Context: an optimization exercise on an open-source flow, tuned for small area. The choices shown serve that exercise and are no tape-out recipe. Where RTL was checked, it was by simulation tests only, not by an equivalence proof against the original. No activity file was given, so power comes from the tool's default toggle rates.

Design rs232_interface_top, start of the top module:
module rs232_interface_top(CLOCK_50, RST, UART_TXD, UART_RXD, LEDG,LEDR, KEY, SW, HEX0, HEX1, HEX2, HEX3, HEX4, HEX5, HEX6, HEX7);
Size in the first run: about 210 flip-flops, roughly 110 I/O pins, ~8800 µm² of cells after synthesis.
export LEC_CHECK = 0
export CAP_MARGIN = 20
export CORE_MARGIN = 2
export CORE_UTILIZATION = 70
export PLACE_DENSITY = 0.8
export SLEW_MARGIN = 20
create_clock -name core_clock -period 20.0 [get_ports {CLOCK_50}]
standard.sh (not shown) runs the stock make flow with config.mk's settings and CLKGATE_MAP_FILE= SYNTH_SCRIPT=/design/flow/synth_recipe.tcl, a recipe that flattens the netlist after the stock synthesis.
==> flow/flow/run.sh <==
#!/bin/bash
# The standard layout (standard.sh: the standard synthesis, floorplan, power
# grid, tap cells, placement, CTS and routing), with these choices:
#  - ABC maps the logic with an area-oriented script (flow/abc_area_deep.script)
#    instead of ORFS's abc_speed.script: ORFS's scripts folder is copied here
#    and only that file is replaced. Flip-flops are mapped before ABC runs, so
#    the registers (names and cells) are those of the standard synthesis;
#  - port buffers are buf_1 cells (buffer_ports -buffer_cell), the smallest
#    buffer; every port still gets one;
#  - the clock tree uses clkbuf_4 cells, sink clusters of up to 10 within
#    30 um, and no dummy loads.
set -euo pipefail
rm -rf scripts_mod
cp -r "$FLOW_HOME/scripts" scripts_mod
cp flow/abc_area_deep.script scripts_mod/abc_speed.script
export SCRIPTS_DIR="$PWD/scripts_mod"
export BUFFER_PORTS_ARGS="-buffer_cell sky130_fd_sc_hd__buf_1"
export CTS_ARGS="-sink_clustering_enable -repair_clock_nets -buf_list sky130_fd_sc_hd__clkbuf_4 -sink_clustering_size 10 -sink_clustering_max_diameter 40 -dont_use_dummy_load"
bash standard.sh > standard_flow.log 2>&1
==> flow/flow/abc_area_deep.script <==
strash
dc2
dch -f
amap
strash
dch -f
amap
topo
The starting point finished with timing, DRC and antenna clean.
Next try:
==> flow/flow/abc_area_deep.script (replaced) <==
strash
dc2
dc2
dch -f
amap
topo
--- a/flow/config.mk
+++ b/flow/config.mk
@@ -7,3 +7,3 @@
 export LEC_CHECK = 0
-export CAP_MARGIN = 20
+export CAP_MARGIN = 0
 export CORE_MARGIN = 2
@@ -11,2 +11,2 @@
 export PLACE_DENSITY = 0.8
-export SLEW_MARGIN = 20
+export SLEW_MARGIN = 0
=> Via count stays flat; total power rose by 9.3%; core utilization rose by 0.16 points; setup slack gains 0.080 ns; clock-buffer cell count rose by 1; routed wire length rose by 1.6%; cell area rose by 0.62%; critical path depth rose by 1; worst hold slack gains 0.030 ns.
Next try:
--- a/flow/flow/run.sh
+++ b/flow/flow/run.sh
@@ -17,3 +17,3 @@
 export BUFFER_PORTS_ARGS="-buffer_cell sky130_fd_sc_hd__buf_1"
-export CTS_ARGS="-sink_clustering_enable -repair_clock_nets -buf_list sky130_fd_sc_hd__clkbuf_4 -sink_clustering_size 10 -sink_clustering_max_diameter 40 -dont_use_dummy_load"
+export CTS_ARGS="-sink_clustering_enable -repair_clock_nets -buf_list sky130_fd_sc_hd__clkbuf_4 -sink_clustering_buffer sky130_fd_sc_hd__clkbuf_8 -sink_clustering_size 20 -sink_clustering_max_diameter 60 -dont_use_dummy_load"
 bash standard.sh > standard_flow.log 2>&1
==> flow/flow/abc_area_deep.script (replaced) <==
strash
dc2
dch -f
amap
strash
dch -f
amap
topo
--- a/flow/config.mk
+++ b/flow/config.mk
@@ -7,3 +7,3 @@
 export LEC_CHECK = 0
-export CAP_MARGIN = 0
+export CAP_MARGIN = 20
 export CORE_MARGIN = 2
@@ -11,2 +11,2 @@
 export PLACE_DENSITY = 0.8
-export SLEW_MARGIN = 0
+export SLEW_MARGIN = 20
What happened: The changed run ran to the end with no violations; routed wire length came out lower slightly; first-iteration DRC count went up by about a fifth; area after synthesis drops slightly; final cell count fell slightly; combinational power shrinks by about a fifth; global-route usage is lower by 0.21 points; hold slack is worse by 0.059 ns; die area is lower slightly; utilization shrinks by 0.43 points; register-to-register slack loses 0.20 ns.

========
Another version of the RTL of rs232_interface_top (not shown whole).
Size in the first run: roughly 1200 cells after synthesis.
export LEC_CHECK = 0
export CAP_MARGIN = 20
export CORE_MARGIN = 2
export CORE_UTILIZATION = 70
export CTS_BUF_LIST = sky130_fd_sc_hd__clkbuf_4
export PLACE_DENSITY = 0.8
export SLEW_MARGIN = 20
create_clock -name core_clock -period 20.0 [get_ports {CLOCK_50}]
run.sh (not shown) runs the stock make flow with config.mk's settings and CLKGATE_MAP_FILE= SYNTH_SCRIPT=/design/flow/synth_recipe.tcl, a recipe that flattens the netlist after the stock synthesis.
Stock flow here: none of the scripts above is used.
The first run completed without violations.
Rerun with:
==> flow/flow/run.sh (new file) <==
#!/bin/bash
# The standard layout (standard.sh, unchanged synthesis, floorplan, power grid and
# tap cells), with two placement/CTS choices passed as ORFS variables:
#  - port buffers are buf_1 cells (buffer_ports -buffer_cell), the smallest buffer;
#  - the clock tree uses clkbuf_4 cells, larger sink clusters and no dummy loads.
set -euo pipefail
export BUFFER_PORTS_ARGS="-buffer_cell sky130_fd_sc_hd__buf_1"
export CTS_ARGS="-sink_clustering_enable -repair_clock_nets -buf_list sky130_fd_sc_hd__clkbuf_8 -sink_clustering_size 16 -sink_clustering_max_diameter 40 -dont_use_dummy_load"
bash standard.sh > standard_flow.log 2>&1
==> flow/standard.sh (new file) <==
#!/bin/bash
# synth_recipe.tcl (not shown) runs the flow's synth.tcl, then flattens the netlist and writes it again
# the make line also repeats each setting of config.mk as NAME=value (left out here)
make -C /OpenROAD-flow-scripts/flow DESIGN_CONFIG=/design/flow/config.mk WORK_HOME=/design/flow/orfs CLKGATE_MAP_FILE= SYNTH_SCRIPT=/design/flow/synth_recipe.tcl "${@:-finish}"
- CTS_BUF_LIST: sky130_fd_sc_hd__clkbuf_4 -> default
removed: flow/run.sh
=> The new run went through all stages and came out clean; non-clock buffer count is unchanged; worst setup slack improved by 0.50 ns; area after synthesis stays the same; total power is lower by 10%; cell area came out lower by 7.6%; cell count shrinks by 4.6%; register-to-register slack gains 0.04 ns; sequential share of layout area increases by 3.4 points.
Rerun with:
==> flow/run.sh (new file) <==
#!/bin/bash
# synth_recipe.tcl (not shown) runs the flow's synth.tcl, then flattens the netlist and writes it again
# the make line also repeats each setting of config.mk as NAME=value (left out here)
make -C /OpenROAD-flow-scripts/flow DESIGN_CONFIG=/design/flow/config.mk WORK_HOME=/design/flow/orfs CLKGATE_MAP_FILE= SYNTH_SCRIPT=/design/flow/synth_recipe.tcl finish
- CORE_UTILIZATION: 70 -> 40
- PLACE_DENSITY: 0.8 -> default
removed: flow/flow/run.sh
removed: flow/standard.sh
The changed run completed with no timing, DRC or antenna violations. Worst setup slack loses 0.34 ns. Maximum frequency is lower by 5.3%. Clock-buffer cell count is higher by 5. Die area is higher by 72%. Routed wire length is higher by 7.8%. Synthesized cell count does not change. Combinational power is higher by about 6%. Register-to-register slack gains 0.02 ns. Final area is higher by 12%. Total power is higher by 22%. Via count is lower by 0.47%.
Rerun with:
==> flow/flow/run.sh (new file) <==
#!/bin/bash
# The standard layout (standard.sh, unchanged synthesis, floorplan, power grid and
# tap cells), with two placement/CTS choices passed as ORFS variables:
#  - port buffers are buf_1 cells (buffer_ports -buffer_cell), the smallest buffer;
#  - the clock tree uses clkbuf_4 cells, larger sink clusters and no dummy loads.
set -euo pipefail
export BUFFER_PORTS_ARGS="-buffer_cell sky130_fd_sc_hd__buf_1"
export CTS_ARGS="-sink_clustering_enable -repair_clock_nets -buf_list sky130_fd_sc_hd__clkbuf_4 -sink_clustering_size 10 -sink_clustering_max_diameter 30 -dont_use_dummy_load"
bash standard.sh > standard_flow.log 2>&1
==> flow/standard.sh (new file) <==
#!/bin/bash
# synth_recipe.tcl (not shown) runs the flow's synth.tcl, then flattens the netlist and writes it again
# the make line also repeats each setting of config.mk as NAME=value (left out here)
make -C /OpenROAD-flow-scripts/flow DESIGN_CONFIG=/design/flow/config.mk WORK_HOME=/design/flow/orfs CLKGATE_MAP_FILE= SYNTH_SCRIPT=/design/flow/synth_recipe.tcl "${@:-finish}"
- CORE_UTILIZATION: 40 -> 70
- PLACE_DENSITY: default -> 0.8
removed: flow/run.sh
Design area fell by about 11%.
Count of clock-buffer cells in the layout rose by 6.
Utilization rose by 26 points.
Final cell count fell by 10%.
Critical path depth does not change.
Power fell by 21%.
Synthesized cell count is unchanged.
Sequential share of layout area rose by 5.0 points.
Area after synthesis is unchanged.
Register-to-register slack is worse by 0.06 ns.
No functional check of the RTL was part of any run of this note.

========
Another version of the RTL of rs232_interface_top (not shown whole).
Size: ~890 cells after synthesis, roughly 220 flip-flops, ~110 I/O pins, roughly 9800 um2 of cells after synthesis.
clock: 20.0 ns
lec_check: 0
cap_margin: 20
core_margin: 2
core_utilization: 70
place_density: 0.8
slew_margin: 20
standard.sh (not shown) runs the stock make flow with config.mk's settings and CLKGATE_MAP_FILE= SYNTH_SCRIPT=/design/flow/synth_recipe.tcl, a recipe that flattens the netlist after the stock synthesis.
==> flow/flow/run.sh <==
#!/bin/bash
# The standard layout (standard.sh, unchanged synthesis, floorplan, power grid and
# tap cells), with two placement/CTS choices passed as ORFS variables:
#  - port buffers are buf_1 cells (buffer_ports -buffer_cell), the smallest buffer;
#  - the clock tree uses clkbuf_4 cells, larger sink clusters and no dummy loads.
set -euo pipefail
export BUFFER_PORTS_ARGS="-buffer_cell sky130_fd_sc_hd__buf_1"
export CTS_ARGS="-sink_clustering_enable -repair_clock_nets -buf_list sky130_fd_sc_hd__clkbuf_2 -sink_clustering_size 6 -sink_clustering_max_diameter 20 -dont_use_dummy_load"
bash standard.sh > standard_flow.log 2>&1
Rerun with:
==> flow/flow/run.sh (replaced) <==
#!/bin/bash
# The standard layout (standard.sh: the standard synthesis, floorplan, power
# grid, tap cells, placement, CTS and routing), with these choices:
#  - ABC maps the logic with an area-oriented script (flow/abc_area_deep.script)
#    instead of ORFS's abc_speed.script: ORFS's scripts folder is copied here
#    and only that file is replaced. Flip-flops are mapped before ABC runs, so
#    the registers (names and cells) are those of the standard synthesis;
#  - port buffers are buf_1 cells (buffer_ports -buffer_cell), the smallest
#    buffer; every port still gets one;
#  - the clock tree uses clkbuf_4 cells, sink clusters of up to 10 within
#    30 um, and no dummy loads.
set -euo pipefail
rm -rf scripts_mod
cp -r "$FLOW_HOME/scripts" scripts_mod
cp flow/abc_area_deep.script scripts_mod/abc_speed.script
export SCRIPTS_DIR="$PWD/scripts_mod"
export BUFFER_PORTS_ARGS="-buffer_cell sky130_fd_sc_hd__buf_1"
export CTS_ARGS="-sink_clustering_enable -repair_clock_nets -buf_list sky130_fd_sc_hd__clkbuf_4 -sink_clustering_size 10 -sink_clustering_max_diameter 30 -dont_use_dummy_load"
bash standard.sh > standard_flow.log 2>&1
==> flow/flow/abc_area_deep.script (new file) <==
strash
dc2
dc2
dch -f
amap
topo
The new run finished with timing, DRC and antenna clean.
Cell area came out lower by 4.9%.
Total power came out higher by 6.2%.
Setup slack loses 0.40 ns.

-- port drivers added, routing unchanged --
The results above use ideal ports. As a check the final layouts listed here were re-extracted and re-timed, cells and wires unchanged.
Step 1 sets driving cells, clkbuf_16 on the clock port and buf_2 on the other inputs (assumed; they add their load-dependent delay and slew).
Step 2 adds t to the input delays and takes it off the output delays; t is the mean of the earliest and latest rising clock arrival at the registers after step 1. Input paths then give back, and output paths get back, about the clock's delay inside the block.
Slacks: ideal ports / drivers / drivers and shift; pairs: ideal ports / drivers.
| run | t (ns) | setup WS [ns] | worst hold slack (ns) | cell pins on the clock port's net |
|---|---|---|---|---|
| the first run of note 1 | 0.651 | 13.567 / 13.583 / 12.932 | 0.416 / 0.416 / 0.416 | 1 |
| the second run of note 1 | 0.665 | 13.647 / 13.653 / 12.988 | 0.446 / 0.446 / 0.446 | 1 |
| the third run of note 1 | 0.603 | 13.464 / 13.483 / 12.881 | 0.387 / 0.387 / 0.387 | 1 |
| the first run of note 2 | 0.704 | 13.478 / 13.436 / 13.809 | 0.420 / 0.420 / 0.420 | 1 |
| the second run of note 2 | 0.577 | 13.982 / 13.938 / 14.270 | 0.432 / 0.432 / 0.432 | 1 |
| the third run of note 2 | 0.571 | 13.643 / 13.597 / 13.395 | 0.424 / 0.424 / 0.424 | 1 |
| the fourth run of note 2 | 0.623 | 13.942 / 13.906 / 14.264 | 0.404 / 0.404 / 0.404 | 1 |
| the first run of note 3 | 0.742 | 13.973 / 13.936 / 13.740 | 0.416 / 0.416 / 0.416 | 1 |
| the second run of note 3 | 0.631 | 13.577 / 13.595 / 12.963 | 0.439 / 0.439 / 0.439 | 1 |
After both steps every run listed still meets setup and hold. The setup slack of the second run of note 1, which loses most, moves by +0.006 ns with the drivers and by -0.659 ns with both steps.
